From an optimization exercise on the open Yosys and OpenROAD flow, aimed at small area and a short achievable clock period; shortcuts taken in it are not production practice.
Where RTL was checked, it was by simulation tests only, not by an equivalence proof against the original.
For run 3, only the layout was checked, not whether the RTL still works.
Power and IR drop assume default switching activity.

## config.mk

```make
export PLATFORM = sky130hd
export DESIGN_NAME = ALU_TOP
export DESIGN_NICKNAME = ALU_TOP
export VERILOG_FILES = /design/flow/design.v
export SDC_FILE = /design/flow/constraint.sdc
export NUM_CORES = 4
export LEC_CHECK = 0
export ABC_AREA = 1
export CAP_MARGIN = 50
export CORE_MARGIN = 2
export CORE_UTILIZATION = 50
export SLEW_MARGIN = 70
```

## constraint.sdc

```tcl
create_clock -name core_clock -period 84.0 [get_ports {clk}]
set_input_delay 16.8000 -clock core_clock [delete_from_list [all_inputs] [get_ports {clk}]]
set_output_delay 16.8000 -clock core_clock [all_outputs]
set_load 0.01 [all_outputs]
```

## design.v

```verilog
module Decoder_UNIT (
	input  wire [3 : 0] ALU_FUN_DEC,
	output wire         Arith_Enable,
	output wire         Logic_Enable,
	output wire         CMP_Enable,
	output wire         Shift_Enable
);
	assign Arith_Enable = (ALU_FUN_DEC[3:2] == 2'b00);
	assign Logic_Enable = (ALU_FUN_DEC[3:2] == 2'b01);
	assign CMP_Enable   = (ALU_FUN_DEC[3:2] == 2'b10);
	assign Shift_Enable = (ALU_FUN_DEC[3:2] == 2'b11);
endmodule
module ARITHMETIC_UNIT (
	input  wire signed [15:0] A_ARITHMETIC,
	input  wire signed [15:0] B_ARITHMETIC,
	input  wire               clk, rst,
	input  wire        [3:0]  ALU_FUN,
	input  wire               ARITHMETIC_Enable,
	output wire               CMP_EQ,    
	output wire               CMP_LT,    
	output reg                ALU_Carry,
	output reg         [31:0] ARITHMETIC_OUT,
	output reg                ARITHMETIC_Flag
);
	wire [15:0] A = A_ARITHMETIC;
	wire [15:0] B = B_ARITHMETIC;
	wire [31:0] mu, mv;
	MULTREE MUL_U (.a(A), .b(B), .u(mu), .v(mv));
	wire        mulmode = ~ALU_FUN[3] & ALU_FUN[1];
	wire        sub     = ALU_FUN[0] | ALU_FUN[3];
	wire [15:0] bx      = B ^ {16{sub}};
	wire [31:0] x = mulmode ? mu : {mu[31:17], A[15],  A};
	wire [31:0] y = mulmode ? mv : {mv[31:17], bx[15], bx};
	wire [32:0] c;
	wire [31:0] s;
	assign c[0] = ~mulmode & sub;
	genvar i;
	generate
		for (i = 0; i < 32; i = i + 1) begin : rca
			assign s[i]   = x[i] ^ y[i] ^ c[i];
			assign c[i+1] = (x[i] & y[i]) | (x[i] & c[i]) | (y[i] & c[i]);
		end
	endgenerate
	assign CMP_LT = ~c[16];
	assign CMP_EQ = (s[15:0] == 16'd0);
	wire [31:0] quot;
	DIV16S DIV_U (.a(A), .b(B), .y(quot));
	reg [31:0] res;
	always @(*) begin
		case (ALU_FUN[1:0])
			2'b00, 2'b01: res = {{15{s[16]}}, s[16:0]};
			2'b10:        res = s;
			default:      res = quot;
		endcase
	end
	always @(posedge clk or negedge rst) begin
		if (!rst) begin
			ARITHMETIC_OUT  <= 0;
			ARITHMETIC_Flag <= 0;
			ALU_Carry       <= 0;
		end else begin
			ARITHMETIC_OUT  <= ARITHMETIC_Enable ? res : 32'd0;
			ARITHMETIC_Flag <= ARITHMETIC_Enable;
			ALU_Carry       <= ARITHMETIC_Enable & ~ALU_FUN[1] & s[16];
		end
	end
endmodule
module MULTREE (
	input  wire [15:0] a,
	input  wire [15:0] b,
	output wire [31:0] u,
	output wire [31:0] v
);
	wire one1;
	wire two2;
	wire neg3;
	wire pp4;
	wire pp5;
	wire pp6;
	wire pp7;
	wire pp8;
	wire pp9;
	wire pp10;
	wire pp11;
	wire pp12;
	wire pp13;
	wire pp14;
	wire pp15;
	wire pp16;
	wire pp17;
	wire pp18;
	wire pp19;
	wire pp20;
	wire ns21;
	wire one22;
	wire two23;
	wire neg24;
	wire pp25;
	wire pp26;
	wire pp27;
	wire pp28;
	wire pp29;
	wire pp30;
	wire pp31;
	wire pp32;
	wire pp33;
	wire pp34;
	wire pp35;
	wire pp36;
	wire pp37;
	wire pp38;
	wire pp39;
	wire pp40;
	wire pp41;
	wire ns42;
	wire one43;
	wire two44;
	wire neg45;
	wire pp46;
	wire pp47;
	wire pp48;
	wire pp49;
	wire pp50;
	wire pp51;
	wire pp52;
	wire pp53;
	wire pp54;
	wire pp55;
	wire pp56;
	wire pp57;
	wire pp58;
	wire pp59;
	wire pp60;
	wire pp61;
	wire pp62;
	wire ns63;
	wire one64;
	wire two65;
	wire neg66;
	wire pp67;
	wire pp68;
	wire pp69;
	wire pp70;
	wire pp71;
	wire pp72;
	wire pp73;
	wire pp74;
	wire pp75;
	wire pp76;
	wire pp77;
	wire pp78;
	wire pp79;
	wire pp80;
	wire pp81;
	wire pp82;
	wire pp83;
	wire ns84;
	wire one85;
	wire two86;
	wire neg87;
	wire pp88;
	wire pp89;
	wire pp90;
	wire pp91;
	wire pp92;
	wire pp93;
	wire pp94;
	wire pp95;
	wire pp96;
	wire pp97;
	wire pp98;
	wire pp99;
	wire pp100;
	wire pp101;
	wire pp102;
	wire pp103;
	wire pp104;
	wire ns105;
	wire one106;
	wire two107;
	wire neg108;
	wire pp109;
	wire pp110;
	wire pp111;
	wire pp112;
	wire pp113;
	wire pp114;
	wire pp115;
	wire pp116;
	wire pp117;
	wire pp118;
	wire pp119;
	wire pp120;
	wire pp121;
	wire pp122;
	wire pp123;
	wire pp124;
	wire pp125;
	wire ns126;
	wire one127;
	wire two128;
	wire neg129;
	wire pp130;
	wire pp131;
	wire pp132;
	wire pp133;
	wire pp134;
	wire pp135;
	wire pp136;
	wire pp137;
	wire pp138;
	wire pp139;
	wire pp140;
	wire pp141;
	wire pp142;
	wire pp143;
	wire pp144;
	wire pp145;
	wire pp146;
	wire ns147;
	wire one148;
	wire two149;
	wire neg150;
	wire pp151;
	wire pp152;
	wire pp153;
	wire pp154;
	wire pp155;
	wire pp156;
	wire pp157;
	wire pp158;
	wire pp159;
	wire pp160;
	wire pp161;
	wire pp162;
	wire pp163;
	wire pp164;
	wire pp165;
	wire pp166;
	wire pp167;
	wire ns168;
	wire s169;
	wire c170;
	wire s171;
	wire c172;
	wire s173;
	wire c174;
	wire s175;
	wire c176;
	wire s177;
	wire c178;
	wire s179;
	wire c180;
	wire s181;
	wire c182;
	wire s183;
	wire c184;
	wire s185;
	wire c186;
	wire s187;
	wire c188;
	wire s189;
	wire c190;
	wire s191;
	wire c192;
	wire s193;
	wire c194;
	wire s195;
	wire c196;
	wire s197;
	wire c198;
	wire s199;
	wire c200;
	wire s201;
	wire c202;
	wire s203;
	wire c204;
	wire s205;
	wire c206;
	wire s207;
	wire c208;
	wire s209;
	wire c210;
	wire s211;
	wire c212;
	wire s213;
	wire c214;
	wire s215;
	wire s216;
	wire c217;
	wire s218;
	wire c219;
	wire s220;
	wire c221;
	wire s222;
	wire c223;
	wire s224;
	wire c225;
	wire s226;
	wire c227;
	wire s228;
	wire c229;
	wire s230;
	wire c231;
	wire s232;
	wire c233;
	wire s234;
	wire c235;
	wire s236;
	wire c237;
	wire s238;
	wire c239;
	wire s240;
	wire c241;
	wire s242;
	wire c243;
	wire s244;
	wire c245;
	wire s246;
	wire c247;
	wire s248;
	wire c249;
	wire s250;
	wire c251;
	wire s252;
	wire c253;
	wire s254;
	wire c255;
	wire s256;
	wire c257;
	wire s258;
	wire c259;
	wire s260;
	wire c261;
	wire s262;
	wire c263;
	wire s264;
	wire c265;
	wire s266;
	wire c267;
	wire s268;
	wire c269;
	wire s270;
	wire c271;
	wire s272;
	wire c273;
	wire s274;
	wire c275;
	wire s276;
	wire c277;
	wire s278;
	wire c279;
	wire s280;
	wire c281;
	wire s282;
	wire c283;
	wire s284;
	wire c285;
	wire s286;
	wire s287;
	wire c288;
	wire s289;
	wire c290;
	wire s291;
	wire c292;
	wire s293;
	wire c294;
	wire s295;
	wire c296;
	wire s297;
	wire c298;
	wire s299;
	wire c300;
	wire s301;
	wire c302;
	wire s303;
	wire c304;
	wire s305;
	wire c306;
	wire s307;
	wire c308;
	wire s309;
	wire c310;
	wire s311;
	wire c312;
	wire s313;
	wire c314;
	wire s315;
	wire c316;
	wire s317;
	wire c318;
	wire s319;
	wire c320;
	wire s321;
	wire c322;
	wire s323;
	wire c324;
	wire s325;
	wire c326;
	wire s327;
	wire c328;
	wire s329;
	wire c330;
	wire s331;
	wire c332;
	wire s333;
	wire s334;
	wire c335;
	wire s336;
	wire c337;
	wire s338;
	wire c339;
	wire s340;
	wire c341;
	wire s342;
	wire c343;
	wire s344;
	wire c345;
	wire s346;
	wire c347;
	wire s348;
	wire c349;
	wire s350;
	wire c351;
	wire s352;
	wire c353;
	wire s354;
	wire c355;
	wire s356;
	wire c357;
	wire s358;
	wire c359;
	wire s360;
	wire c361;
	wire s362;
	wire c363;
	wire s364;
	wire c365;
	wire s366;
	wire c367;
	wire s368;
	wire c369;
	wire s370;
	wire c371;
	wire s372;
	wire c373;
	wire s374;
	wire c375;
	wire s376;
	wire c377;
	wire s378;
	wire c379;
	wire s380;
	wire c381;
	wire s382;
	wire c383;
	wire s384;
	wire c385;
	wire s386;
	wire c387;
	wire s388;
	assign one1 = b[0] ^ 1'b0;
	assign two2 = (b[1] & ~b[0] & ~1'b0) | (~b[1] & b[0] & 1'b0);
	assign neg3 = b[1];
	assign pp4 = ((one1 & a[0]) | (two2 & 1'b0)) ^ neg3;
	assign pp5 = ((one1 & a[1]) | (two2 & a[0])) ^ neg3;
	assign pp6 = ((one1 & a[2]) | (two2 & a[1])) ^ neg3;
	assign pp7 = ((one1 & a[3]) | (two2 & a[2])) ^ neg3;
	assign pp8 = ((one1 & a[4]) | (two2 & a[3])) ^ neg3;
	assign pp9 = ((one1 & a[5]) | (two2 & a[4])) ^ neg3;
	assign pp10 = ((one1 & a[6]) | (two2 & a[5])) ^ neg3;
	assign pp11 = ((one1 & a[7]) | (two2 & a[6])) ^ neg3;
	assign pp12 = ((one1 & a[8]) | (two2 & a[7])) ^ neg3;
	assign pp13 = ((one1 & a[9]) | (two2 & a[8])) ^ neg3;
	assign pp14 = ((one1 & a[10]) | (two2 & a[9])) ^ neg3;
	assign pp15 = ((one1 & a[11]) | (two2 & a[10])) ^ neg3;
	assign pp16 = ((one1 & a[12]) | (two2 & a[11])) ^ neg3;
	assign pp17 = ((one1 & a[13]) | (two2 & a[12])) ^ neg3;
	assign pp18 = ((one1 & a[14]) | (two2 & a[13])) ^ neg3;
	assign pp19 = ((one1 & a[15]) | (two2 & a[14])) ^ neg3;
	assign pp20 = ((one1 & a[15]) | (two2 & a[15])) ^ neg3;
	assign ns21 = ~pp20;
	assign one22 = b[2] ^ b[1];
	assign two23 = (b[3] & ~b[2] & ~b[1]) | (~b[3] & b[2] & b[1]);
	assign neg24 = b[3];
	assign pp25 = ((one22 & a[0]) | (two23 & 1'b0)) ^ neg24;
	assign pp26 = ((one22 & a[1]) | (two23 & a[0])) ^ neg24;
	assign pp27 = ((one22 & a[2]) | (two23 & a[1])) ^ neg24;
	assign pp28 = ((one22 & a[3]) | (two23 & a[2])) ^ neg24;
	assign pp29 = ((one22 & a[4]) | (two23 & a[3])) ^ neg24;
	assign pp30 = ((one22 & a[5]) | (two23 & a[4])) ^ neg24;
	assign pp31 = ((one22 & a[6]) | (two23 & a[5])) ^ neg24;
	assign pp32 = ((one22 & a[7]) | (two23 & a[6])) ^ neg24;
	assign pp33 = ((one22 & a[8]) | (two23 & a[7])) ^ neg24;
	assign pp34 = ((one22 & a[9]) | (two23 & a[8])) ^ neg24;
	assign pp35 = ((one22 & a[10]) | (two23 & a[9])) ^ neg24;
	assign pp36 = ((one22 & a[11]) | (two23 & a[10])) ^ neg24;
	assign pp37 = ((one22 & a[12]) | (two23 & a[11])) ^ neg24;
	assign pp38 = ((one22 & a[13]) | (two23 & a[12])) ^ neg24;
	assign pp39 = ((one22 & a[14]) | (two23 & a[13])) ^ neg24;
	assign pp40 = ((one22 & a[15]) | (two23 & a[14])) ^ neg24;
	assign pp41 = ((one22 & a[15]) | (two23 & a[15])) ^ neg24;
	assign ns42 = ~pp41;
	assign one43 = b[4] ^ b[3];
	assign two44 = (b[5] & ~b[4] & ~b[3]) | (~b[5] & b[4] & b[3]);
	assign neg45 = b[5];
	assign pp46 = ((one43 & a[0]) | (two44 & 1'b0)) ^ neg45;
	assign pp47 = ((one43 & a[1]) | (two44 & a[0])) ^ neg45;
	assign pp48 = ((one43 & a[2]) | (two44 & a[1])) ^ neg45;
	assign pp49 = ((one43 & a[3]) | (two44 & a[2])) ^ neg45;
	assign pp50 = ((one43 & a[4]) | (two44 & a[3])) ^ neg45;
	assign pp51 = ((one43 & a[5]) | (two44 & a[4])) ^ neg45;
	assign pp52 = ((one43 & a[6]) | (two44 & a[5])) ^ neg45;
	assign pp53 = ((one43 & a[7]) | (two44 & a[6])) ^ neg45;
	assign pp54 = ((one43 & a[8]) | (two44 & a[7])) ^ neg45;
	assign pp55 = ((one43 & a[9]) | (two44 & a[8])) ^ neg45;
	assign pp56 = ((one43 & a[10]) | (two44 & a[9])) ^ neg45;
	assign pp57 = ((one43 & a[11]) | (two44 & a[10])) ^ neg45;
	assign pp58 = ((one43 & a[12]) | (two44 & a[11])) ^ neg45;
	assign pp59 = ((one43 & a[13]) | (two44 & a[12])) ^ neg45;
	assign pp60 = ((one43 & a[14]) | (two44 & a[13])) ^ neg45;
	assign pp61 = ((one43 & a[15]) | (two44 & a[14])) ^ neg45;
	assign pp62 = ((one43 & a[15]) | (two44 & a[15])) ^ neg45;
	assign ns63 = ~pp62;
	assign one64 = b[6] ^ b[5];
	assign two65 = (b[7] & ~b[6] & ~b[5]) | (~b[7] & b[6] & b[5]);
	assign neg66 = b[7];
	assign pp67 = ((one64 & a[0]) | (two65 & 1'b0)) ^ neg66;
	assign pp68 = ((one64 & a[1]) | (two65 & a[0])) ^ neg66;
	assign pp69 = ((one64 & a[2]) | (two65 & a[1])) ^ neg66;
	assign pp70 = ((one64 & a[3]) | (two65 & a[2])) ^ neg66;
	assign pp71 = ((one64 & a[4]) | (two65 & a[3])) ^ neg66;
	assign pp72 = ((one64 & a[5]) | (two65 & a[4])) ^ neg66;
	assign pp73 = ((one64 & a[6]) | (two65 & a[5])) ^ neg66;
	assign pp74 = ((one64 & a[7]) | (two65 & a[6])) ^ neg66;
	assign pp75 = ((one64 & a[8]) | (two65 & a[7])) ^ neg66;
	assign pp76 = ((one64 & a[9]) | (two65 & a[8])) ^ neg66;
	assign pp77 = ((one64 & a[10]) | (two65 & a[9])) ^ neg66;
	assign pp78 = ((one64 & a[11]) | (two65 & a[10])) ^ neg66;
	assign pp79 = ((one64 & a[12]) | (two65 & a[11])) ^ neg66;
	assign pp80 = ((one64 & a[13]) | (two65 & a[12])) ^ neg66;
	assign pp81 = ((one64 & a[14]) | (two65 & a[13])) ^ neg66;
	assign pp82 = ((one64 & a[15]) | (two65 & a[14])) ^ neg66;
	assign pp83 = ((one64 & a[15]) | (two65 & a[15])) ^ neg66;
	assign ns84 = ~pp83;
	assign one85 = b[8] ^ b[7];
	assign two86 = (b[9] & ~b[8] & ~b[7]) | (~b[9] & b[8] & b[7]);
	assign neg87 = b[9];
	assign pp88 = ((one85 & a[0]) | (two86 & 1'b0)) ^ neg87;
	assign pp89 = ((one85 & a[1]) | (two86 & a[0])) ^ neg87;
	assign pp90 = ((one85 & a[2]) | (two86 & a[1])) ^ neg87;
	assign pp91 = ((one85 & a[3]) | (two86 & a[2])) ^ neg87;
	assign pp92 = ((one85 & a[4]) | (two86 & a[3])) ^ neg87;
	assign pp93 = ((one85 & a[5]) | (two86 & a[4])) ^ neg87;
	assign pp94 = ((one85 & a[6]) | (two86 & a[5])) ^ neg87;
	assign pp95 = ((one85 & a[7]) | (two86 & a[6])) ^ neg87;
	assign pp96 = ((one85 & a[8]) | (two86 & a[7])) ^ neg87;
	assign pp97 = ((one85 & a[9]) | (two86 & a[8])) ^ neg87;
	assign pp98 = ((one85 & a[10]) | (two86 & a[9])) ^ neg87;
	assign pp99 = ((one85 & a[11]) | (two86 & a[10])) ^ neg87;
	assign pp100 = ((one85 & a[12]) | (two86 & a[11])) ^ neg87;
	assign pp101 = ((one85 & a[13]) | (two86 & a[12])) ^ neg87;
	assign pp102 = ((one85 & a[14]) | (two86 & a[13])) ^ neg87;
	assign pp103 = ((one85 & a[15]) | (two86 & a[14])) ^ neg87;
	assign pp104 = ((one85 & a[15]) | (two86 & a[15])) ^ neg87;
	assign ns105 = ~pp104;
	assign one106 = b[10] ^ b[9];
	assign two107 = (b[11] & ~b[10] & ~b[9]) | (~b[11] & b[10] & b[9]);
	assign neg108 = b[11];
	assign pp109 = ((one106 & a[0]) | (two107 & 1'b0)) ^ neg108;
	assign pp110 = ((one106 & a[1]) | (two107 & a[0])) ^ neg108;
	assign pp111 = ((one106 & a[2]) | (two107 & a[1])) ^ neg108;
	assign pp112 = ((one106 & a[3]) | (two107 & a[2])) ^ neg108;
	assign pp113 = ((one106 & a[4]) | (two107 & a[3])) ^ neg108;
	assign pp114 = ((one106 & a[5]) | (two107 & a[4])) ^ neg108;
	assign pp115 = ((one106 & a[6]) | (two107 & a[5])) ^ neg108;
	assign pp116 = ((one106 & a[7]) | (two107 & a[6])) ^ neg108;
	assign pp117 = ((one106 & a[8]) | (two107 & a[7])) ^ neg108;
	assign pp118 = ((one106 & a[9]) | (two107 & a[8])) ^ neg108;
	assign pp119 = ((one106 & a[10]) | (two107 & a[9])) ^ neg108;
	assign pp120 = ((one106 & a[11]) | (two107 & a[10])) ^ neg108;
	assign pp121 = ((one106 & a[12]) | (two107 & a[11])) ^ neg108;
	assign pp122 = ((one106 & a[13]) | (two107 & a[12])) ^ neg108;
	assign pp123 = ((one106 & a[14]) | (two107 & a[13])) ^ neg108;
	assign pp124 = ((one106 & a[15]) | (two107 & a[14])) ^ neg108;
	assign pp125 = ((one106 & a[15]) | (two107 & a[15])) ^ neg108;
	assign ns126 = ~pp125;
	assign one127 = b[12] ^ b[11];
	assign two128 = (b[13] & ~b[12] & ~b[11]) | (~b[13] & b[12] & b[11]);
	assign neg129 = b[13];
	assign pp130 = ((one127 & a[0]) | (two128 & 1'b0)) ^ neg129;
	assign pp131 = ((one127 & a[1]) | (two128 & a[0])) ^ neg129;
	assign pp132 = ((one127 & a[2]) | (two128 & a[1])) ^ neg129;
	assign pp133 = ((one127 & a[3]) | (two128 & a[2])) ^ neg129;
	assign pp134 = ((one127 & a[4]) | (two128 & a[3])) ^ neg129;
	assign pp135 = ((one127 & a[5]) | (two128 & a[4])) ^ neg129;
	assign pp136 = ((one127 & a[6]) | (two128 & a[5])) ^ neg129;
	assign pp137 = ((one127 & a[7]) | (two128 & a[6])) ^ neg129;
	assign pp138 = ((one127 & a[8]) | (two128 & a[7])) ^ neg129;
	assign pp139 = ((one127 & a[9]) | (two128 & a[8])) ^ neg129;
	assign pp140 = ((one127 & a[10]) | (two128 & a[9])) ^ neg129;
	assign pp141 = ((one127 & a[11]) | (two128 & a[10])) ^ neg129;
	assign pp142 = ((one127 & a[12]) | (two128 & a[11])) ^ neg129;
	assign pp143 = ((one127 & a[13]) | (two128 & a[12])) ^ neg129;
	assign pp144 = ((one127 & a[14]) | (two128 & a[13])) ^ neg129;
	assign pp145 = ((one127 & a[15]) | (two128 & a[14])) ^ neg129;
	assign pp146 = ((one127 & a[15]) | (two128 & a[15])) ^ neg129;
	assign ns147 = ~pp146;
	assign one148 = b[14] ^ b[13];
	assign two149 = (b[15] & ~b[14] & ~b[13]) | (~b[15] & b[14] & b[13]);
	assign neg150 = b[15];
	assign pp151 = ((one148 & a[0]) | (two149 & 1'b0)) ^ neg150;
	assign pp152 = ((one148 & a[1]) | (two149 & a[0])) ^ neg150;
	assign pp153 = ((one148 & a[2]) | (two149 & a[1])) ^ neg150;
	assign pp154 = ((one148 & a[3]) | (two149 & a[2])) ^ neg150;
	assign pp155 = ((one148 & a[4]) | (two149 & a[3])) ^ neg150;
	assign pp156 = ((one148 & a[5]) | (two149 & a[4])) ^ neg150;
	assign pp157 = ((one148 & a[6]) | (two149 & a[5])) ^ neg150;
	assign pp158 = ((one148 & a[7]) | (two149 & a[6])) ^ neg150;
	assign pp159 = ((one148 & a[8]) | (two149 & a[7])) ^ neg150;
	assign pp160 = ((one148 & a[9]) | (two149 & a[8])) ^ neg150;
	assign pp161 = ((one148 & a[10]) | (two149 & a[9])) ^ neg150;
	assign pp162 = ((one148 & a[11]) | (two149 & a[10])) ^ neg150;
	assign pp163 = ((one148 & a[12]) | (two149 & a[11])) ^ neg150;
	assign pp164 = ((one148 & a[13]) | (two149 & a[12])) ^ neg150;
	assign pp165 = ((one148 & a[14]) | (two149 & a[13])) ^ neg150;
	assign pp166 = ((one148 & a[15]) | (two149 & a[14])) ^ neg150;
	assign pp167 = ((one148 & a[15]) | (two149 & a[15])) ^ neg150;
	assign ns168 = ~pp167;
	assign s169 = neg108 ^ pp109;
	assign c170 = neg108 & pp109;
	assign s171 = pp110 ^ pp91;
	assign c172 = pp110 & pp91;
	assign s173 = neg129 ^ pp130 ^ pp111;
	assign c174 = (neg129 & pp130) | (neg129 & pp111) | (pp130 & pp111);
	assign s175 = pp92 ^ pp73;
	assign c176 = pp92 & pp73;
	assign s177 = pp131 ^ pp112 ^ pp93;
	assign c178 = (pp131 & pp112) | (pp131 & pp93) | (pp112 & pp93);
	assign s179 = pp74 ^ pp55;
	assign c180 = pp74 & pp55;
	assign s181 = neg150 ^ pp151 ^ pp132;
	assign c182 = (neg150 & pp151) | (neg150 & pp132) | (pp151 & pp132);
	assign s183 = pp113 ^ pp94 ^ pp75;
	assign c184 = (pp113 & pp94) | (pp113 & pp75) | (pp94 & pp75);
	assign s185 = pp56 ^ pp37;
	assign c186 = pp56 & pp37;
	assign s187 = pp152 ^ pp133 ^ pp114;
	assign c188 = (pp152 & pp133) | (pp152 & pp114) | (pp133 & pp114);
	assign s189 = pp95 ^ pp76 ^ pp57;
	assign c190 = (pp95 & pp76) | (pp95 & pp57) | (pp76 & pp57);
	assign s191 = pp38 ^ pp19;
	assign c192 = pp38 & pp19;
	assign s193 = ~(pp153 ^ pp134);
	assign c194 = pp153 | pp134;
	assign s195 = pp115 ^ pp96 ^ pp77;
	assign c196 = (pp115 & pp96) | (pp115 & pp77) | (pp96 & pp77);
	assign s197 = pp58 ^ pp39 ^ ns21;
	assign c198 = (pp58 & pp39) | (pp58 & ns21) | (pp39 & ns21);
	assign s199 = ~(pp154 ^ pp135);
	assign c200 = pp154 | pp135;
	assign s201 = pp116 ^ pp97 ^ pp78;
	assign c202 = (pp116 & pp97) | (pp116 & pp78) | (pp97 & pp78);
	assign s203 = pp59 ^ pp40;
	assign c204 = pp59 & pp40;
	assign s205 = pp155 ^ pp136 ^ pp117;
	assign c206 = (pp155 & pp136) | (pp155 & pp117) | (pp136 & pp117);
	assign s207 = pp98 ^ pp79 ^ pp60;
	assign c208 = (pp98 & pp79) | (pp98 & pp60) | (pp79 & pp60);
	assign s209 = ~(pp156 ^ pp137);
	assign c210 = pp156 | pp137;
	assign s211 = pp118 ^ pp99;
	assign c212 = pp118 & pp99;
	assign s213 = pp157 ^ pp138 ^ pp119;
	assign c214 = (pp157 & pp138) | (pp157 & pp119) | (pp138 & pp119);
	assign s215 = ~pp158;
	assign s216 = neg66 ^ pp67;
	assign c217 = neg66 & pp67;
	assign s218 = pp68 ^ pp49;
	assign c219 = pp68 & pp49;
	assign s220 = neg87 ^ pp88 ^ pp69;
	assign c221 = (neg87 & pp88) | (neg87 & pp69) | (pp88 & pp69);
	assign s222 = pp50 ^ pp31;
	assign c223 = pp50 & pp31;
	assign s224 = pp89 ^ pp70 ^ pp51;
	assign c225 = (pp89 & pp70) | (pp89 & pp51) | (pp70 & pp51);
	assign s226 = pp32 ^ pp13;
	assign c227 = pp32 & pp13;
	assign s228 = pp90 ^ pp71 ^ pp52;
	assign c229 = (pp90 & pp71) | (pp90 & pp52) | (pp71 & pp52);
	assign s230 = pp33 ^ pp14 ^ s169;
	assign c231 = (pp33 & pp14) | (pp33 & s169) | (pp14 & s169);
	assign s232 = pp72 ^ pp53 ^ pp34;
	assign c233 = (pp72 & pp53) | (pp72 & pp34) | (pp53 & pp34);
	assign s234 = pp15 ^ s171 ^ c170;
	assign c235 = (pp15 & s171) | (pp15 & c170) | (s171 & c170);
	assign s236 = pp54 ^ pp35 ^ pp16;
	assign c237 = (pp54 & pp35) | (pp54 & pp16) | (pp35 & pp16);
	assign s238 = s175 ^ s173 ^ c172;
	assign c239 = (s175 & s173) | (s175 & c172) | (s173 & c172);
	assign s240 = pp36 ^ pp17 ^ s179;
	assign c241 = (pp36 & pp17) | (pp36 & s179) | (pp17 & s179);
	assign s242 = s177 ^ c176 ^ c174;
	assign c243 = (s177 & c176) | (s177 & c174) | (c176 & c174);
	assign s244 = pp18 ^ s185 ^ s183;
	assign c245 = (pp18 & s185) | (pp18 & s183) | (s185 & s183);
	assign s246 = s181 ^ c180 ^ c178;
	assign c247 = (s181 & c180) | (s181 & c178) | (c180 & c178);
	assign s248 = s191 ^ s189 ^ s187;
	assign c249 = (s191 & s189) | (s191 & s187) | (s189 & s187);
	assign s250 = c186 ^ c184 ^ c182;
	assign c251 = (c186 & c184) | (c186 & c182) | (c184 & c182);
	assign s252 = s197 ^ s195 ^ s193;
	assign c253 = (s197 & s195) | (s197 & s193) | (s195 & s193);
	assign s254 = c192 ^ c190 ^ c188;
	assign c255 = (c192 & c190) | (c192 & c188) | (c190 & c188);
	assign s256 = s203 ^ s201 ^ s199;
	assign c257 = (s203 & s201) | (s203 & s199) | (s201 & s199);
	assign s258 = c198 ^ c196 ^ c194;
	assign c259 = (c198 & c196) | (c198 & c194) | (c196 & c194);
	assign s260 = ns42 ^ s207 ^ s205;
	assign c261 = (ns42 & s207) | (ns42 & s205) | (s207 & s205);
	assign s262 = c204 ^ c202 ^ c200;
	assign c263 = (c204 & c202) | (c204 & c200) | (c202 & c200);
	assign s264 = pp80 ^ pp61 ^ s211;
	assign c265 = (pp80 & pp61) | (pp80 & s211) | (pp61 & s211);
	assign s266 = s209 ^ c208 ^ c206;
	assign c267 = (s209 & c208) | (s209 & c206) | (c208 & c206);
	assign s268 = pp100 ^ pp81 ^ ns63;
	assign c269 = (pp100 & pp81) | (pp100 & ns63) | (pp81 & ns63);
	assign s270 = s213 ^ c212 ^ c210;
	assign c271 = (s213 & c212) | (s213 & c210) | (c212 & c210);
	assign s272 = pp139 ^ pp120 ^ pp101;
	assign c273 = (pp139 & pp120) | (pp139 & pp101) | (pp120 & pp101);
	assign s274 = pp82 ^ s215 ^ c214;
	assign c275 = (pp82 & s215) | (pp82 & c214) | (s215 & c214);
	assign s276 = pp159 ^ pp140 ^ pp121;
	assign c277 = (pp159 & pp140) | (pp159 & pp121) | (pp140 & pp121);
	assign s278 = pp102 ^ ns84 ^ pp158;
	assign c279 = (pp102 & ns84) | (pp102 & pp158) | (ns84 & pp158);
	assign s280 = ~(pp160 ^ pp141);
	assign c281 = pp160 | pp141;
	assign s282 = pp122 ^ pp103;
	assign c283 = pp122 & pp103;
	assign s284 = pp161 ^ pp142 ^ pp123;
	assign c285 = (pp161 & pp142) | (pp161 & pp123) | (pp142 & pp123);
	assign s286 = ~pp162;
	assign s287 = neg45 ^ pp46;
	assign c288 = neg45 & pp46;
	assign s289 = pp47 ^ pp28;
	assign c290 = pp47 & pp28;
	assign s291 = pp48 ^ pp29 ^ pp10;
	assign c292 = (pp48 & pp29) | (pp48 & pp10) | (pp29 & pp10);
	assign s293 = pp30 ^ pp11 ^ s218;
	assign c294 = (pp30 & pp11) | (pp30 & s218) | (pp11 & s218);
	assign s295 = pp12 ^ s222 ^ s220;
	assign c296 = (pp12 & s222) | (pp12 & s220) | (s222 & s220);
	assign s297 = s226 ^ s224 ^ c223;
	assign c298 = (s226 & s224) | (s226 & c223) | (s224 & c223);
	assign s299 = s230 ^ s228 ^ c227;
	assign c300 = (s230 & s228) | (s230 & c227) | (s228 & c227);
	assign s301 = s234 ^ s232 ^ c231;
	assign c302 = (s234 & s232) | (s234 & c231) | (s232 & c231);
	assign s303 = s238 ^ s236 ^ c235;
	assign c304 = (s238 & s236) | (s238 & c235) | (s236 & c235);
	assign s305 = s242 ^ s240 ^ c239;
	assign c306 = (s242 & s240) | (s242 & c239) | (s240 & c239);
	assign s307 = s246 ^ s244 ^ c243;
	assign c308 = (s246 & s244) | (s246 & c243) | (s244 & c243);
	assign s309 = s250 ^ s248 ^ c247;
	assign c310 = (s250 & s248) | (s250 & c247) | (s248 & c247);
	assign s311 = s254 ^ s252 ^ c251;
	assign c312 = (s254 & s252) | (s254 & c251) | (s252 & c251);
	assign s313 = s258 ^ s256 ^ c255;
	assign c314 = (s258 & s256) | (s258 & c255) | (s256 & c255);
	assign s315 = s262 ^ s260 ^ c259;
	assign c316 = (s262 & s260) | (s262 & c259) | (s260 & c259);
	assign s317 = s266 ^ s264 ^ c263;
	assign c318 = (s266 & s264) | (s266 & c263) | (s264 & c263);
	assign s319 = s270 ^ s268 ^ c267;
	assign c320 = (s270 & s268) | (s270 & c267) | (s268 & c267);
	assign s321 = s274 ^ s272 ^ c271;
	assign c322 = (s274 & s272) | (s274 & c271) | (s272 & c271);
	assign s323 = s278 ^ s276 ^ c275;
	assign c324 = (s278 & s276) | (s278 & c275) | (s276 & c275);
	assign s325 = s282 ^ s280 ^ c279;
	assign c326 = (s282 & s280) | (s282 & c279) | (s280 & c279);
	assign s327 = ns105 ^ s284 ^ c283;
	assign c328 = (ns105 & s284) | (ns105 & c283) | (s284 & c283);
	assign s329 = pp143 ^ pp124 ^ s286;
	assign c330 = (pp143 & pp124) | (pp143 & s286) | (pp124 & s286);
	assign s331 = pp163 ^ pp144 ^ ns126;
	assign c332 = (pp163 & pp144) | (pp163 & ns126) | (pp144 & ns126);
	assign s333 = ~pp164;
	assign s334 = neg24 ^ pp25;
	assign c335 = neg24 & pp25;
	assign s336 = pp26 ^ pp7;
	assign c337 = pp26 & pp7;
	assign s338 = pp27 ^ pp8 ^ s287;
	assign c339 = (pp27 & pp8) | (pp27 & s287) | (pp8 & s287);
	assign s340 = pp9 ^ s289 ^ c288;
	assign c341 = (pp9 & s289) | (pp9 & c288) | (s289 & c288);
	assign s342 = s216 ^ s291 ^ c290;
	assign c343 = (s216 & s291) | (s216 & c290) | (s291 & c290);
	assign s344 = c217 ^ s293 ^ c292;
	assign c345 = (c217 & s293) | (c217 & c292) | (s293 & c292);
	assign s346 = c219 ^ s295 ^ c294;
	assign c347 = (c219 & s295) | (c219 & c294) | (s295 & c294);
	assign s348 = c221 ^ s297 ^ c296;
	assign c349 = (c221 & s297) | (c221 & c296) | (s297 & c296);
	assign s350 = c225 ^ s299 ^ c298;
	assign c351 = (c225 & s299) | (c225 & c298) | (s299 & c298);
	assign s352 = c229 ^ s301 ^ c300;
	assign c353 = (c229 & s301) | (c229 & c300) | (s301 & c300);
	assign s354 = c233 ^ s303 ^ c302;
	assign c355 = (c233 & s303) | (c233 & c302) | (s303 & c302);
	assign s356 = c237 ^ s305 ^ c304;
	assign c357 = (c237 & s305) | (c237 & c304) | (s305 & c304);
	assign s358 = c241 ^ s307 ^ c306;
	assign c359 = (c241 & s307) | (c241 & c306) | (s307 & c306);
	assign s360 = c245 ^ s309 ^ c308;
	assign c361 = (c245 & s309) | (c245 & c308) | (s309 & c308);
	assign s362 = c249 ^ s311 ^ c310;
	assign c363 = (c249 & s311) | (c249 & c310) | (s311 & c310);
	assign s364 = c253 ^ s313 ^ c312;
	assign c365 = (c253 & s313) | (c253 & c312) | (s313 & c312);
	assign s366 = c257 ^ s315 ^ c314;
	assign c367 = (c257 & s315) | (c257 & c314) | (s315 & c314);
	assign s368 = c261 ^ s317 ^ c316;
	assign c369 = (c261 & s317) | (c261 & c316) | (s317 & c316);
	assign s370 = c265 ^ s319 ^ c318;
	assign c371 = (c265 & s319) | (c265 & c318) | (s319 & c318);
	assign s372 = c269 ^ s321 ^ c320;
	assign c373 = (c269 & s321) | (c269 & c320) | (s321 & c320);
	assign s374 = c273 ^ s323 ^ c322;
	assign c375 = (c273 & s323) | (c273 & c322) | (s323 & c322);
	assign s376 = c277 ^ s325 ^ c324;
	assign c377 = (c277 & s325) | (c277 & c324) | (s325 & c324);
	assign s378 = c281 ^ s327 ^ c326;
	assign c379 = (c281 & s327) | (c281 & c326) | (s327 & c326);
	assign s380 = c285 ^ s329 ^ c328;
	assign c381 = (c285 & s329) | (c285 & c328) | (s329 & c328);
	assign s382 = pp162 ^ s331 ^ c330;
	assign c383 = (pp162 & s331) | (pp162 & c330) | (s331 & c330);
	assign s384 = pp145 ^ s333 ^ c332;
	assign c385 = (pp145 & s333) | (pp145 & c332) | (s333 & c332);
	assign s386 = pp165 ^ ns147 ^ pp164;
	assign c387 = (pp165 & ns147) | (pp165 & pp164) | (ns147 & pp164);
	assign s388 = ~pp166;
	assign u[0] = pp4;
	assign v[0] = neg3;
	assign u[1] = pp5;
	assign v[1] = 1'b0;
	assign u[2] = s334;
	assign v[2] = pp6;
	assign u[3] = c335;
	assign v[3] = s336;
	assign u[4] = c337;
	assign v[4] = s338;
	assign u[5] = c339;
	assign v[5] = s340;
	assign u[6] = c341;
	assign v[6] = s342;
	assign u[7] = c343;
	assign v[7] = s344;
	assign u[8] = c345;
	assign v[8] = s346;
	assign u[9] = c347;
	assign v[9] = s348;
	assign u[10] = c349;
	assign v[10] = s350;
	assign u[11] = c351;
	assign v[11] = s352;
	assign u[12] = c353;
	assign v[12] = s354;
	assign u[13] = c355;
	assign v[13] = s356;
	assign u[14] = c357;
	assign v[14] = s358;
	assign u[15] = c359;
	assign v[15] = s360;
	assign u[16] = c361;
	assign v[16] = s362;
	assign u[17] = c363;
	assign v[17] = s364;
	assign u[18] = c365;
	assign v[18] = s366;
	assign u[19] = c367;
	assign v[19] = s368;
	assign u[20] = c369;
	assign v[20] = s370;
	assign u[21] = c371;
	assign v[21] = s372;
	assign u[22] = c373;
	assign v[22] = s374;
	assign u[23] = c375;
	assign v[23] = s376;
	assign u[24] = c377;
	assign v[24] = s378;
	assign u[25] = c379;
	assign v[25] = s380;
	assign u[26] = c381;
	assign v[26] = s382;
	assign u[27] = c383;
	assign v[27] = s384;
	assign u[28] = c385;
	assign v[28] = s386;
	assign u[29] = c387;
	assign v[29] = s388;
	assign u[30] = pp166;
	assign v[30] = ns168;
	assign u[31] = 1'b1;
	assign v[31] = 1'b0;
endmodule
module DIV16S (
	input  wire [15:0] a,
	input  wire [15:0] b,
	output wire [31:0] y
);
	wire        nA = a[15];
	wire        nB = b[15];
	wire [15:0] N  = nA ? (~a + 16'd1) : a;
	wire [16:0] D1 = {1'b0, nB ? (~b + 16'd1) : b};
	wire [17:0] D2 = {D1, 1'b0};
	wire [17:0] D3 = {1'b0, D1} + D2;
	wire        bz = (b == 16'd0);
	wire [15:0] q;
	wire [7:0]  g1s;
	wire [15:0] rem [0:8];
	assign rem[8] = 16'd0;
	genvar j;
	generate
		for (j = 7; j >= 0; j = j - 1) begin : st
			localparam integer W = 16 - 2*j;
			wire [W-1:0] rin;
			if (W == 2) begin : r2
				assign rin = N[2*j+1:2*j];
			end else begin : rn
				assign rin = {rem[j+1][W-3:0], N[2*j+1:2*j]};
			end
			wire f1, f2, f3;
			if (W >= 16) begin : fa1 assign f1 = 1'b1; end
			else begin : fb1 assign f1 = nB ? ((&b[15:W]) & (|b[W-1:0])) : ~(|b[15:W]); end
			assign f2 = nB ? ((&b[15:W-1]) & (|b[W-2:0])) : ~(|b[15:W-1]);
			assign f3 = (D1 <= (((1 << W) - 1) / 3));
			wire [W:0] s1 = {1'b0, rin} + {1'b0, ~D1[W-1:0]} + 1'b1;
			wire [W:0] s2 = {1'b0, rin} + {1'b0, ~D2[W-1:0]} + 1'b1;
			wire [W:0] s3 = {1'b0, rin} + {1'b0, ~D3[W-1:0]} + 1'b1;
			wire g1 = f1 & s1[W];
			wire g2 = f2 & s2[W];
			wire g3 = f3 & s3[W];
			assign g1s[j] = g1;
			assign q[2*j+1] = g2;
			assign q[2*j]   = g3 | (g1 & ~g2);
			wire [W-1:0] rout = g3 ? s3[W-1:0] : g2 ? s2[W-1:0] : g1 ? s1[W-1:0] : rin;
			if (W < 16) begin : pad
				assign rem[j] = {{(16-W){1'b0}}, rout};
			end else begin : nopad
				assign rem[j] = rout;
			end
		end
	endgenerate
	wire        g1last = g1s[0];
	wire        neg = (nA ^ nB) & ~bz;
	wire [15:0] qlo;
	assign qlo[0] = q[0];
	assign qlo[1] = q[1] ^ (neg & q[0]);
	genvar i;
	generate
		for (i = 2; i < 16; i = i + 1) begin : ng
			if (i == 2) begin : n2
				assign qlo[i] = q[i] ^ (neg & g1last);
			end else begin : nn
				assign qlo[i] = q[i] ^ (neg & ((|q[i-1:2]) | g1last));
			end
		end
	endgenerate
	wire        qhi = bz | (neg & ((|q[15:2]) | g1last));
	assign y = {{16{qhi}}, qlo};
endmodule
module LOGIC_UNIT (
	input  wire [15:0] A_logic,
	input  wire [15:0] B_logic,
	input  wire        clk, rst,
	input  wire [1:0]  FUN,
	input  wire        Logic_Enable,
	output wire [31:0] Logic_OUT,
	output reg         Logic_Flag
);
	reg  [15:0] lo;
	reg         hi;
	wire [15:0] val = (FUN[0] ? (A_logic | B_logic) : (A_logic & B_logic)) ^ {16{FUN[1]}};
	always @(posedge clk or negedge rst) begin
		if (!rst) begin
			lo <= 0; hi <= 0; Logic_Flag <= 0;
		end else begin
			lo <= Logic_Enable ? val : 16'd0;
			hi <= Logic_Enable & FUN[1];
			Logic_Flag <= Logic_Enable;
		end
	end
	assign Logic_OUT = {{16{hi}}, lo};
endmodule
module CMP_UNIT (
	input  wire        eq,     
	input  wire        lt,     
	input  wire        clk, rst,
	input  wire [1:0]  FUN,
	input  wire        CMP_Enable,
	output wire [31:0] CMP_OUT,
	output reg         CMP_Flag
);
	reg  [1:0] r;
	wire gt = ~eq & ~lt;
	wire b0 = (FUN == 2'b01) ? eq : (FUN == 2'b11) ? lt : 1'b0;
	wire b1 = (FUN == 2'b10) ? gt : (FUN == 2'b11) ? lt : 1'b0;
	always @(posedge clk or negedge rst) begin
		if (!rst) begin
			r <= 0; CMP_Flag <= 0;
		end else begin
			r <= CMP_Enable ? {b1, b0} : 2'b00;
			CMP_Flag <= CMP_Enable;
		end
	end
	assign CMP_OUT = {30'd0, r};
endmodule
module SHIFT_UNIT (
	input  wire [15:0] A_SHIFT,
	input  wire [15:0] B_SHIFT,
	input  wire        clk, rst,
	input  wire [1:0]  FUN,
	input  wire        SHIFT_Enable,
	output wire [31:0] SHIFT_OUT,
	output reg         SHIFT_Flag
);
	reg  [16:0] r;
	wire [15:0] x   = FUN[1] ? B_SHIFT : A_SHIFT;
	wire [16:0] val = FUN[0] ? {x, 1'b0} : {2'b00, x[15:1]};
	always @(posedge clk or negedge rst) begin
		if (!rst) begin
			r <= 0; SHIFT_Flag <= 0;
		end else begin
			r <= SHIFT_Enable ? val : 17'd0;
			SHIFT_Flag <= SHIFT_Enable;
		end
	end
	assign SHIFT_OUT = {15'd0, r};
endmodule
module ALU_TOP # (
	parameter A_WIDTH_TOP = 16,
	parameter B_WIDTH_TOP = 16,
	parameter OUT_WIDTH_TOP = A_WIDTH_TOP + B_WIDTH_TOP)
(	input  wire signed [A_WIDTH_TOP-1 : 0]   A,
	input  wire signed [B_WIDTH_TOP-1 : 0]   B,
	input  wire                              clk, rst,
	input  wire        [3 : 0]               ALU_FUN,
	output wire        [OUT_WIDTH_TOP-1 : 0] ARITHMETIC_OUT,
	output wire        [OUT_WIDTH_TOP-1 : 0] Logic_OUT,
	output wire        [OUT_WIDTH_TOP-1 : 0] CMP_OUT,
	output wire        [OUT_WIDTH_TOP-1 : 0] SHIFT_OUT,
	output wire                              Carry_OUT,
	output wire                              ARITHMETIC_Flag,
	output wire                              Logic_Flag,
	output wire                              CMP_Flag,
	output wire                              SHIFT_Flag
);
wire int_Arith_Enable, int_Logic_Enable, int_CMP_Enable, int_Shift_Enable;
wire cmp_eq, cmp_lt;
Decoder_UNIT DEC_U (
	.ALU_FUN_DEC(ALU_FUN),
	.Arith_Enable(int_Arith_Enable),
	.Logic_Enable(int_Logic_Enable),
	.CMP_Enable(int_CMP_Enable),
	.Shift_Enable(int_Shift_Enable)
);
ARITHMETIC_UNIT ARITH_U (
	.A_ARITHMETIC(A),
	.B_ARITHMETIC(B),
	.clk(clk),
	.rst(rst),
	.ALU_FUN(ALU_FUN),
	.ARITHMETIC_Enable(int_Arith_Enable),
	.CMP_EQ(cmp_eq),
	.CMP_LT(cmp_lt),
	.ALU_Carry(Carry_OUT),
	.ARITHMETIC_OUT(ARITHMETIC_OUT),
	.ARITHMETIC_Flag(ARITHMETIC_Flag)
);
LOGIC_UNIT LOG_U (
	.A_logic(A),
	.B_logic(B),
	.clk(clk),
	.rst(rst),
	.FUN(ALU_FUN[1:0]),
	.Logic_Enable(int_Logic_Enable),
	.Logic_OUT(Logic_OUT),
	.Logic_Flag(Logic_Flag)
);
CMP_UNIT CMP_U (
	.eq(cmp_eq),
	.lt(cmp_lt),
	.clk(clk),
	.rst(rst),
	.FUN(ALU_FUN[1:0]),
	.CMP_Enable(int_CMP_Enable),
	.CMP_OUT(CMP_OUT),
	.CMP_Flag(CMP_Flag)
);
SHIFT_UNIT SHIFT_U (
	.A_SHIFT(A),
	.B_SHIFT(B),
	.clk(clk),
	.rst(rst),
	.FUN(ALU_FUN[1:0]),
	.SHIFT_Enable(int_Shift_Enable),
	.SHIFT_OUT(SHIFT_OUT),
	.SHIFT_Flag(SHIFT_Flag)
);
endmodule
```

## run.sh

```bash
#!/bin/bash
# synth_recipe.tcl (not shown) runs the flow's synth.tcl, then flattens the netlist and writes it again
# the make line also repeats each setting of config.mk as NAME=value (left out here)
make -C /OpenROAD-flow-scripts/flow DESIGN_CONFIG=/design/flow/config.mk WORK_HOME=/design/flow/orfs CLKGATE_MAP_FILE= SYNTH_SCRIPT=/design/flow/synth_recipe.tcl finish
```

==> results.py, run 1 <==
metrics = {
    "global_routing": {
        "grt_start_max_net_pins": 45,
        "grt_usage": 0.3662,
        "overflow": 0,
        "grt_pass1_vias": 20080,
        "antenna_found_initial": 0,
        "grt_first_pass_wirelength_um": 116900,
    },
    "cts": {
        "postCtsSetupBuffers": 0,
        "ctsHoldBuffers": 0,
        "clock-root-buffer": "clkbuf_16",
        "cts_resized": 0,
        "cts.sinks": 73,
        "htree_levels": 3,
        "cts_buffers": 9,
        "clock_path_buffers": 2,
        "cts_tree": "done",
        "path_clk_slew_ps": 80,
    },
    "sta": {
        "layout_setup_ws_ps": 47400,
        "setup_tns_ps": 0,
        "final_max_slew_viol_count": 0,
        "rsz0062_at_grt": "no",
        "post-route-period-util": 0.4357,
        "setup_viol": 0,
        "fin_crit_ps": 36600,
        "fmax_ghz": 0.02732,
        "hold_viol_final": 0,
    },
    "synth": {
        "synth_top_area_frac": 0.1660,
        "synth_cell_types": 69,
        "synthFlopType": "dfrtp_1",
        "syn-cell-area_mm2": 0.02035,
        "synth_cells": 2812,
        "async_flop_share": 1.000,
        "yosysWarnings": 5,
        "synthTopCellsByArea": "ha_1, fa_1, xor2_1",
        "yosys.area.top_type": "ha_1",
        "ys_seq_elements": 73,
        "synth-edff-count": 0,
        "seq_area_frac_synth": 0.08976,
        "avgSynthCellArea_um2": 7.238,
    },
    "final_layout": {
        "area_growth_pct": 10.92,
        "drive_above_1_share": 0.09325,
        "final_nets": 3313,
        "final_cell_mix": "nand2_1, inv_1, ha_1",
        "final_common_cell": "nand2_1",
    },
    "critical_path": {
        "path_buf_inv": 22,
        "critPathKind": "input port to flip-flop",
        "cp-end-kind": "flip-flop",
        "cpMaxStageDelayCell": "clkdlybuf4s50_1",
        "cp.required_ps": 84270,
        "cp_max_fo": 21,
        "cpPeakStageDelay_ps": 450,
        "crit_start": "B[0]",
        "cp_top_family": "compound AO/OA/AOI/OAI gates",
        "arrival_ps": 36870,
        "startpoint_type": "input port",
        "cp_common_cell": "nand2_1",
    },
    "floorplan": {
        "start_util": 0.5099,
        "core-area_mm2": 0.03991,
        "die_w_um": 205.8,
        "core.rowCount": 73,
        "dieHeight_um": 205.8,
        "dieArea_mm2": 0.04233,
        "ioPinCount": 171,
    },
    "route": {
        "drt_first_iter_violations": 1956,
        "wirelength_um": 76730,
        "drt-pass1-iter-count": 6,
        "drc": 0,
        "vias": 20070,
        "vias_per_cell": 5.904,
        "postRouteAntennaNets": 0,
        "wl_per_cell_um": 22.57,
    },
    "worst_hold_path": {
        "hp-class": "input port to async pin",
    },
    "placement": {
        "dp_hpwl_um": 60280,
        "port_buffers": 125,
        "gp_congestion": 0.9693,
        "pre_cts_slack_ps": 47390,
    },
    "power_and_ir_drop": {
        "leakage_nw": 11.28,
        "ir_worst_vdd_v": 0.00007044,
        "p_per_area_mw_per_mm2": 30.59,
    },
    "outcome": {
        "outcome": "no timing/DRC/antenna violations",
    },
    "job": {
        "cap_viol_max_count": 0,
    },
}
==> cell families (layout without fill, tap and decap cells) <==
| family | count (synthesis) | count (layout) | share of synthesized area |
|---|---|---|---|
| xor gates and xnor gates | 280 | 280 | 0.1209 |
| AOI/OAI and AO/OA | 719 | 719 | 0.2080 |
| muxes | 3 | 3 | 0.001598 |
| adders and majority gates | 406 | 406 | 0.2998 |
| and+or+nand+nor | 741 | 741 | 0.1578 |
| buffers and inverters | 589 | 607 | 0.1220 |
| DFF | 73 | 73 | 0.08976 |
| other | 1 | 46 | 0.0001843 |
==> worst paths after layout <==
check / end / slack (ps) / depth (start not counted)
worst max-delay path: ARITH_U.ARITHMETIC_OUT[5] / 47400 / 125
worst min-delay path: ARITH_U.ARITHMETIC_OUT[24] / 16250 / 1
max in group asynchronous: ARITH_U.ARITHMETIC_OUT[14] / 67100 / 3
min in group core_clock: CMP_U.CMP_Flag / 16750 / 3
==> state kept, by name (all words and copies together) (netlist names) <==
register,cells
ARITH_U.ARITHMETIC_OUT,32
SHIFT_U.r,17
LOG_U.lo,16
CMP_U.r,2
ARITH_U.ALU_Carry,1
ARITH_U.ARITHMETIC_Flag,1
CMP_U.CMP_Flag,1
LOG_U.Logic_Flag,1
LOG_U.hi,1
SHIFT_U.SHIFT_Flag,1
==> power breakdown <==
group	internal, mW	switching [mW]	leakage (nW)	total, mW
clock network	0.0206	0.0192	0.135	0.0398
registers	0.0407	0.00217	0.980	0.0428
logic	0.234	0.373	10.2	0.608
==> synth_stat cells, types with 17 or more instances <==
master      n
a21oi_1   221
a221oi_1   17
buf_4      64
clkbuf_1   72
dfrtp_1    73
fa_1      136
ha_1      270
inv_1     397
inv_2      19
nand2_1   389
nand2_2    17
nand3_1    94
nor2_1    157
o21ai_0   171
o21ai_1    40
o21bai_1   37
o22ai_1   138
xnor2_1    31
xor2_1    248
==> layer usage <==
metal,GRT usage,share of wire
met1,0.4502,0.39
met4,0.1806,0.053
met2,0.6287,0.48
met5,0,0
met3,0.04973,0.075
==> layout make-up <==
cell class / count / area [um^2]
tap: 525 / 656.9
timing repair buffer: 163 / 1538
inverter: 428 / 1650
multi-input combinational: 2194 / 16610
fill: 3789 / 17340
clock inverter: 7 / 61.31
antenna: 1 / 2.502
clock buffer: 9 / 225.2
sequential: 73 / 1828
==> through the flow <==
step                      hold slack (ps)  instance area [um^2]  power (mW)  instances    util
after detailed placement            16650                 22200      0.6406       3382  0.5563
after floorplan                     16500                 20520      0.4661       2856       -
after global routing                16250                 22570      0.7683       3399  0.5655
after CTS                           16240                 22490      0.6840       3398  0.5634
final                               16250                 22580      0.6905       3400  0.5656
after global placement              17020                 21790      0.6227       3375  0.5459
==> run 2: changes to the inputs <==
==> flow/run.sh (new file) <==
#!/bin/bash
# The standard layout, except that the port buffers are buf_1 cells.
set -euo pipefail
bash standard.sh "BUFFER_PORTS_ARGS=-buffer_cell sky130_fd_sc_hd__buf_1" finish > standard_flow.log 2>&1
==> standard.sh (new file) <==
#!/bin/bash
# synth_recipe.tcl (not shown) runs the flow's synth.tcl, then flattens the netlist and writes it again
# the make line also repeats each setting of config.mk as NAME=value (left out here)
make -C /OpenROAD-flow-scripts/flow DESIGN_CONFIG=/design/flow/config.mk WORK_HOME=/design/flow/orfs CLKGATE_MAP_FILE= SYNTH_SCRIPT=/design/flow/synth_recipe.tcl "${@:-finish}"
removed: run.sh
==> run 2 against run 1 <==
Non-clock buffer count increased by 3. Combinational power about the same. Via count grew 0.52%. Cell count is essentially flat. Fmax grew 1.4%. Sequential share of layout area is 0.26 points higher. Critical path type unchanged.
==> results.py, run 2 <==
metrics = {
    "final_layout": {
        "utilization": 0.5479,
        "final_cell_mix": "nand2_1, inv_1, ha_1",
        "final_common_cell": "nand2_1",
        "nFillCells": 3937,
        "design_area_mm2": 0.02187,
        "instances_no_fill": 3403,
        "largest_registers": "ARITH_U.ARITHMETIC_OUT (32), SHIFT_U.r (17), LOG_U.lo (16)",
        "largest_register_ffs": 32,
        "drive_above_1_share": 0.09489,
        "top_register": "ARITH_U.ARITHMETIC_OUT",
        "area_growth_pct": 7.464,
        "final_nets": 3316,
    },
    "synth": {
        "ys_seq_elements": 73,
        "seq_area_frac_synth": 0.08976,
        "async_flop_share": 1.000,
        "synth_cells": 2812,
        "synth-edff-count": 0,
        "yosys.area.top_type": "ha_1",
        "synthTopCellsByArea": "ha_1, fa_1, xor2_1",
        "syn-cell-area_mm2": 0.02035,
        "synth_common_cells": "inv_1, nand2_1, ha_1",
        "synth_cell_types": 69,
        "yosysWarnings": 5,
        "synth.most_common_cell": "inv_1",
        "synth_top_area_frac": 0.1660,
        "avgSynthCellArea_um2": 7.238,
        "synthFlopType": "dfrtp_1",
    },
    "sta": {
        "layout_setup_ws_ps": 47890,
        "timing.slew.headroom": 0.6666,
        "post-route-period-util": 0.4299,
        "fin_crit_ps": 36110,
        "worst_slew_pin_slew_ps": 497.8,
        "final_max_slew_viol_count": 0,
        "fmax_ghz": 0.02770,
        "timing.hold.ws_ps": 16230,
        "hold_viol_final": 0,
        "setup_tns_ps": 0,
        "rsz0062_at_grt": "no",
        "setup_viol": 0,
    },
    "global_routing": {
        "grt_start_max_net_pins": 74,
        "overflow": 0,
        "antenna_found_initial": 3,
        "grt_usage": 0.3631,
        "grt_first_pass_wirelength_um": 116200,
        "grt_pass1_vias": 19990,
    },
    "floorplan": {
        "ioPinCount": 171,
        "core-area_mm2": 0.03991,
        "die_w_um": 205.8,
        "dieArea_mm2": 0.04233,
        "dieHeight_um": 205.8,
        "start_util": 0.5099,
        "core.rowCount": 73,
    },
    "power_and_ir_drop": {
        "pwr-share-seq": 0.062,
        "power_mw": 0.6896,
        "p_switching_mw": 0.3989,
        "p_per_area_mw_per_mm2": 31.53,
        "pwr-share-comb": 0.879,
        "ir_worst_vdd_v": 0.00005995,
        "leakage_nw": 11.01,
        "p_sw_frac": 0.5785,
        "intPower_mw": 0.2906,
        "clockPowerShare": 0.059,
    },
    "placement": {
        "place_inst": 3382,
        "pre_cts_slack_ps": 47850,
        "port_buffers": 125,
        "gp_congestion": 1.003,
        "dpl_cell_area_mm2": 0.02149,
        "dp_hpwl_um": 59010,
    },
    "cts": {
        "cts_tree": "done",
        "cts.sinks": 73,
        "clock-root-buffer": "clkbuf_16",
        "clock_path_buffers": 2,
        "htree_levels": 3,
        "cts_buffers": 9,
        "ctsHoldBuffers": 0,
        "path_clk_slew_ps": 90,
        "postCtsSetupBuffers": 0,
        "cts_resized": 0,
    },
    "critical_path": {
        "startpoint_type": "input port",
        "cpMaxStageDelayCell": "o311ai_1",
        "arrival_ps": 36450,
        "cp.required_ps": 84340,
        "critPathKind": "input port to flip-flop",
        "cp_max_fo": 16,
        "cpPeakStageDelay_ps": 430,
        "cp_common_cell": "nand2_1",
        "cp-end-kind": "flip-flop",
    },
    "route": {
        "drt_first_iter_violations": 1758,
        "postRouteAntennaNets": 0,
        "wirelength_um": 76290,
        "vias": 20180,
        "wl_per_cell_um": 22.42,
        "vias_per_cell": 5.929,
        "drt-pass1-iter-count": 6,
        "drc": 0,
    },
    "outcome": {
        "outcome": "no timing/DRC/antenna violations",
    },
    "worst_hold_path": {
        "hp-class": "input port to async pin",
    },
    "job": {
        "cap_viol_max_count": 0,
    },
}
[run 2: cell counts after synthesis]
Identical to the previous run, type by type.
[run 2: per-layer routing]
| layer | vias up | track usage | routed length [um] | share of wire |
|---|---|---|---|---|
| met5 | - | 0 | 21 | 0.00028 |
| met4 | 4 | 0.1955 | 4454 | 0.058 |
| met3 | 251 | 0.04118 | 5666 | 0.074 |
| met2 | 888 | 0.6063 | 35830 | 0.47 |
| met1 | 9677 | 0.4592 | 30320 | 0.40 |
| li1 | 9358 | - | - | - |
[run 2: critical path: cells and delay by family]
kind            cells  cell delay [ps]
compound gates     44             7470
xor+xnor            1              140
fa+ha+maj           9             2750
buf+inv            24             3140
simple gates       47             6070
[run 2: final cells by class]
type	count	area, um^2	share of cell area
multi-input cells	2194	16610	0.7596
flip-flops and latches	73	1827	0.08352
inverters	428	1650	0.07546
repair buffers	166	835.8	0.03822
well taps	525	656.9	0.03003
clock buffers	9	225.2	0.01030
clock inverters	7	60.06	0.002746
diodes	1	2.502	0.0001144
[run 2: worst max-delay path by stage]
stage                                      to  slack, ps  depth (start not counted)   from
finish              ARITH_U.ARITHMETIC_OUT[4]      47890                        125   B[1]
global route        ARITH_U.ARITHMETIC_OUT[4]      46240                        128   B[1]
CTS                 ARITH_U.ARITHMETIC_OUT[4]      48200                        128   B[1]
detailed placement  ARITH_U.ARITHMETIC_OUT[4]      47850                        129   B[1]
global placement    ARITH_U.ARITHMETIC_OUT[4]      47140                        123   B[5]
floorplan           ARITH_U.ARITHMETIC_OUT[5]      50560                        116  B[15]
[run 2: power groups by stage]
stage / Sequential (mW) / Combinational (mW) / Clock [mW]
after floorplan: 0.0459 / 0.420 / 0
after global placement: 0.0434 / 0.577 / 0
after detailed placement: 0.0436 / 0.596 / 0
after CTS: 0.0430 / 0.600 / 0.0407
after global routing: 0.0433 / 0.683 / 0.0425
final: 0.0429 / 0.606 / 0.0404
[run 2: cell families after synthesis]
group | Yosys count | share of synthesized area
adder cells (fa/ha/maj) | 406 | 0.2998
XOR/XNOR | 280 | 0.1209
other | 1 | 0.0001843
buffers and inverters | 589 | 0.1220
AND/OR/NAND/NOR | 741 | 0.1578
AO/OA/AOI/OAI | 719 | 0.2080
flip-flops | 73 | 0.08976
multiplexers | 3 | 0.001598
==> run 3: changes to the inputs <==
--- a/design.v
+++ b/design.v
@@ -922,5 +922,9 @@
 	wire [15:0] N  = nA ? (~a + 16'd1) : a;
-	wire [16:0] D1 = {1'b0, nB ? (~b + 16'd1) : b};
-	wire [17:0] D2 = {D1, 1'b0};
-	wire [17:0] D3 = {1'b0, D1} + D2;
+	wire [17:0] B1 = {{2{b[15]}}, b};
+	wire [17:0] B2 = {b[15], b, 1'b0};
+	wire [17:0] B3 = B1 + B2;
+	wire [17:0] X1 = B1 ^ {18{~nB}};
+	wire [17:0] X2 = B2 ^ {18{~nB}};
+	wire [17:0] X3 = B3 ^ {18{~nB}};
+	wire        cin = ~nB;
 	wire        bz = (b == 16'd0);
@@ -944,6 +948,7 @@
 			assign f2 = nB ? ((&b[15:W-1]) & (|b[W-2:0])) : ~(|b[15:W-1]);
-			assign f3 = (D1 <= (((1 << W) - 1) / 3));
-			wire [W:0] s1 = {1'b0, rin} + {1'b0, ~D1[W-1:0]} + 1'b1;
-			wire [W:0] s2 = {1'b0, rin} + {1'b0, ~D2[W-1:0]} + 1'b1;
-			wire [W:0] s3 = {1'b0, rin} + {1'b0, ~D3[W-1:0]} + 1'b1;
+			localparam integer K3 = ((1 << W) - 1) / 3;
+			assign f3 = nB ? ($signed(b) >= -K3) : (b <= K3);
+			wire [W:0] s1 = {1'b0, rin} + {1'b0, X1[W-1:0]} + cin;
+			wire [W:0] s2 = {1'b0, rin} + {1'b0, X2[W-1:0]} + cin;
+			wire [W:0] s3 = {1'b0, rin} + {1'b0, X3[W-1:0]} + cin;
 			wire g1 = f1 & s1[W];
==> run.sh (new file) <==
#!/bin/bash
# synth_recipe.tcl (not shown) runs the flow's synth.tcl, then flattens the netlist and writes it again
# the make line also repeats each setting of config.mk as NAME=value (left out here)
make -C /OpenROAD-flow-scripts/flow DESIGN_CONFIG=/design/flow/config.mk WORK_HOME=/design/flow/orfs CLKGATE_MAP_FILE= SYNTH_SCRIPT=/design/flow/synth_recipe.tcl finish
removed: flow/run.sh
removed: standard.sh
==> run 3 against run 2 <==
Still clean. Synthesized cell count grew 6.9%. Fmax fell by 1.1%. Clock power up about 10%. Worst hold slack better by 17 ps. Setup slack worse by 400 ps. First-iteration DRC count grew 9.0%. Core utilization increased by 1.9 points. Sequential power up 2%. Combinational power shrank 5.1%. Routed wire length grew 6.9%. Critical path type unchanged. Critical endpoint is now ARITH_U.ARITHMETIC_OUT[16]. Largest cell class unchanged.
==> results.py, run 3 <==
metrics = {
    "route": {
        "postRouteAntennaNets": 0,
        "vias": 21620,
        "dr_wl_met3_um": 7493,
        "wl_met2_um": 35380,
        "wl_per_cell_um": 22.54,
        "drc": 0,
        "wirelength_um": 81540,
        "route.layer.met1.wl_um": 34040,
        "vias_per_cell": 5.975,
        "drt-pass1-iter-count": 6,
        "drt_first_iter_violations": 1916,
        "highest-signal-layer": "met4",
    },
    "placement": {
        "gp_congestion": 1.007,
        "dp_hpwl_um": 64170,
        "port_buffers": 125,
    },
    "final_layout": {
        "top_register": "ARITH_U.ARITHMETIC_OUT",
        "largest_register_ffs": 32,
        "nFillCells": 4099,
        "final_cell_mix": "nand2_1, inv_1, ha_1",
        "drive_above_1_share": 0.09779,
        "final_nets": 3514,
        "final_common_cell": "nand2_1",
        "area_growth_pct": 12.04,
        "largest_registers": "ARITH_U.ARITHMETIC_OUT (32), SHIFT_U.r (17), LOG_U.lo (16)",
    },
    "synth": {
        "seq_area_frac_synth": 0.08612,
        "synth-edff-count": 0,
        "synth_cells": 3005,
        "synthTopCellsByArea": "ha_1, fa_1, xor2_1",
        "synth_common_cells": "nand2_1, inv_1, ha_1",
        "synth_top_area_frac": 0.1610,
        "synth.most_common_cell": "nand2_1",
        "syn-cell-area_mm2": 0.02121,
        "async_flop_share": 1.000,
        "synthFlopType": "dfrtp_1",
        "yosysWarnings": 5,
        "ys_seq_elements": 73,
        "yosys.area.top_type": "ha_1",
        "synth_cell_types": 63,
        "avgSynthCellArea_um2": 7.059,
    },
    "global_routing": {
        "overflow": 0,
        "grt_first_pass_wirelength_um": 125000,
        "antenna_found_initial": 0,
        "grt_pass1_vias": 21130,
        "grt_start_max_net_pins": 49,
        "grt_usage": 0.3697,
    },
    "critical_path": {
        "cp-end-kind": "flip-flop",
        "startpoint_type": "input port",
        "path_buf_inv": 19,
        "cp_common_cell": "a21oi_1",
        "crit_start": "A[1]",
        "cpPeakStageDelay_ps": 580,
        "critPathKind": "input port to flip-flop",
        "arrival_ps": 36730,
        "cp.required_ps": 84220,
        "cp_top_family": "compound AO/OA/AOI/OAI gates",
        "critical_path.endpoint": "ARITH_U.ARITHMETIC_OUT[16]",
        "cp_max_fo": 20,
        "cpMaxStageDelayCell": "clkdlybuf4s50_1",
        "path_depth": 120,
    },
    "power_and_ir_drop": {
        "power_mw": 0.6630,
        "ir_worst_vdd_v": 0.00007773,
        "leakage_nw": 11.85,
        "p_per_area_mw_per_mm2": 27.90,
    },
    "sta": {
        "worst_slew_pin_slew_ps": 511.8,
        "final_max_slew_viol_count": 0,
        "setup_viol": 0,
        "fmax_ghz": 0.02739,
        "fin_crit_ps": 36510,
        "timing.slew.headroom": 0.6552,
        "setup_tns_ps": 0,
        "post-route-period-util": 0.4346,
        "hold_viol_final": 0,
        "rsz0062_at_grt": "no",
    },
    "cts": {
        "cts_buffers": 9,
        "ctsHoldBuffers": 0,
        "clock-root-buffer": "clkbuf_16",
        "clock_path_buffers": 2,
        "htree_levels": 3,
        "postCtsSetupBuffers": 0,
        "path_clk_slew_ps": 60,
        "cts_tree": "done",
        "cts_resized": 0,
        "cts.sinks": 73,
    },
    "floorplan": {
        "start_util": 0.5057,
        "core-area_mm2": 0.04195,
        "dieHeight_um": 210.0,
        "core.rowCount": 75,
        "dieArea_mm2": 0.04409,
        "die_w_um": 210.0,
        "ioPinCount": 171,
    },
    "worst_hold_path": {
        "hp-class": "input port to async pin",
    },
    "outcome": {
        "outcome": "no timing/DRC/antenna violations",
    },
    "job": {
        "cap_viol_max_count": 0,
    },
}
run 3: changes by cell type in the layout (fill, tap and decap cells not counted), moves of 24 or more:
cell	change
buf_1	-110
clkdlybuf4s50_1	+110
nand2_1	+95
xnor2_1	+29
nand3_1	+27
buf_4	+24
run 3: metrics by stage:
stage	worst slack [ps]	util	hold WS, ps	area, um^2	instances
6_report	47490	0.5666	16240	23770	3618
5_1_grt	45660	0.5665	16230	23760	3617
4_1_cts	47470	0.5640	16230	23660	3613
3_5_place_dp	47170	0.5564	16610	23340	3597
3_3_place_gp	46060	0.5426	17010	22760	3583
2_1_floorplan	49870	-	16500	21380	3049
run 3: layout make-up:
cell class / instances / area [um^2] / area share
Tap cell: 539 / 674.4 / 0.02838
Sequential cell: 73 / 1827 / 0.07686
Antenna cell: 1 / 2.502 / 0.0001053
Clock inverter: 6 / 90.09 / 0.003790
Clock buffer: 10 / 229.0 / 0.009634
Inverter: 408 / 1559 / 0.06560
Timing Repair Buffer: 196 / 1789 / 0.07528
Multi-Input combinational cell: 2385 / 17600 / 0.7404
run 3: logic make-up (layout without fill, tap and decap cells):
| family | after synthesis | count (layout) | share of synthesized area |
|---|---|---|---|
| simple gates | 885 | 885 | 0.1778 |
| compound gates | 745 | 745 | 0.2063 |
| buf+inv | 591 | 620 | 0.1174 |
| fa+ha+maj | 403 | 403 | 0.2837 |
| xor+xnor | 303 | 303 | 0.1265 |
| flops | 73 | 73 | 0.08612 |
| mux | 4 | 4 | 0.002005 |
| other cells | 1 | 46 | 0.0001768 |
run 3: how the worst min path moves through the flow:
stage | depth (start not counted) | to | slack [ps] | start
final | 1 | ARITH_U.ARITHMETIC_Flag | 16240 | rst
after detailed placement | 1 | ARITH_U.ARITHMETIC_Flag | 16610 | rst
after floorplan | 0 | ARITH_U.ALU_Carry | 16500 | rst
after global routing | 1 | ARITH_U.ARITHMETIC_Flag | 16230 | rst
after CTS | 1 | ARITH_U.ARITHMETIC_Flag | 16230 | rst
after global placement | 1 | SHIFT_U.r[8] | 17010 | rst
run 3: layer usage:
metal / GRT usage / up-vias
met3: 0.06302 / 219
met5: 0 / -
met1: 0.4993 / 10280
met4: 0.1812 / 0
li1: - / 10010
met2: 0.5743 / 1100
run 3: power breakdown:
part           switching [mW]  leakage (nW)  internal [mW]
Clock                  0.0184         0.153         0.0262
Combinational           0.353          10.7          0.221
Sequential            0.00325         0.981         0.0405

Check on run 3: ideal ports give 47.495 ns setup slack; a clkbuf_16 on the clock port and buf_2 on the inputs give 47.514 ns; moving port delays by the midpoint clock arrival (0.406 ns) as well gives 47.108 ns.
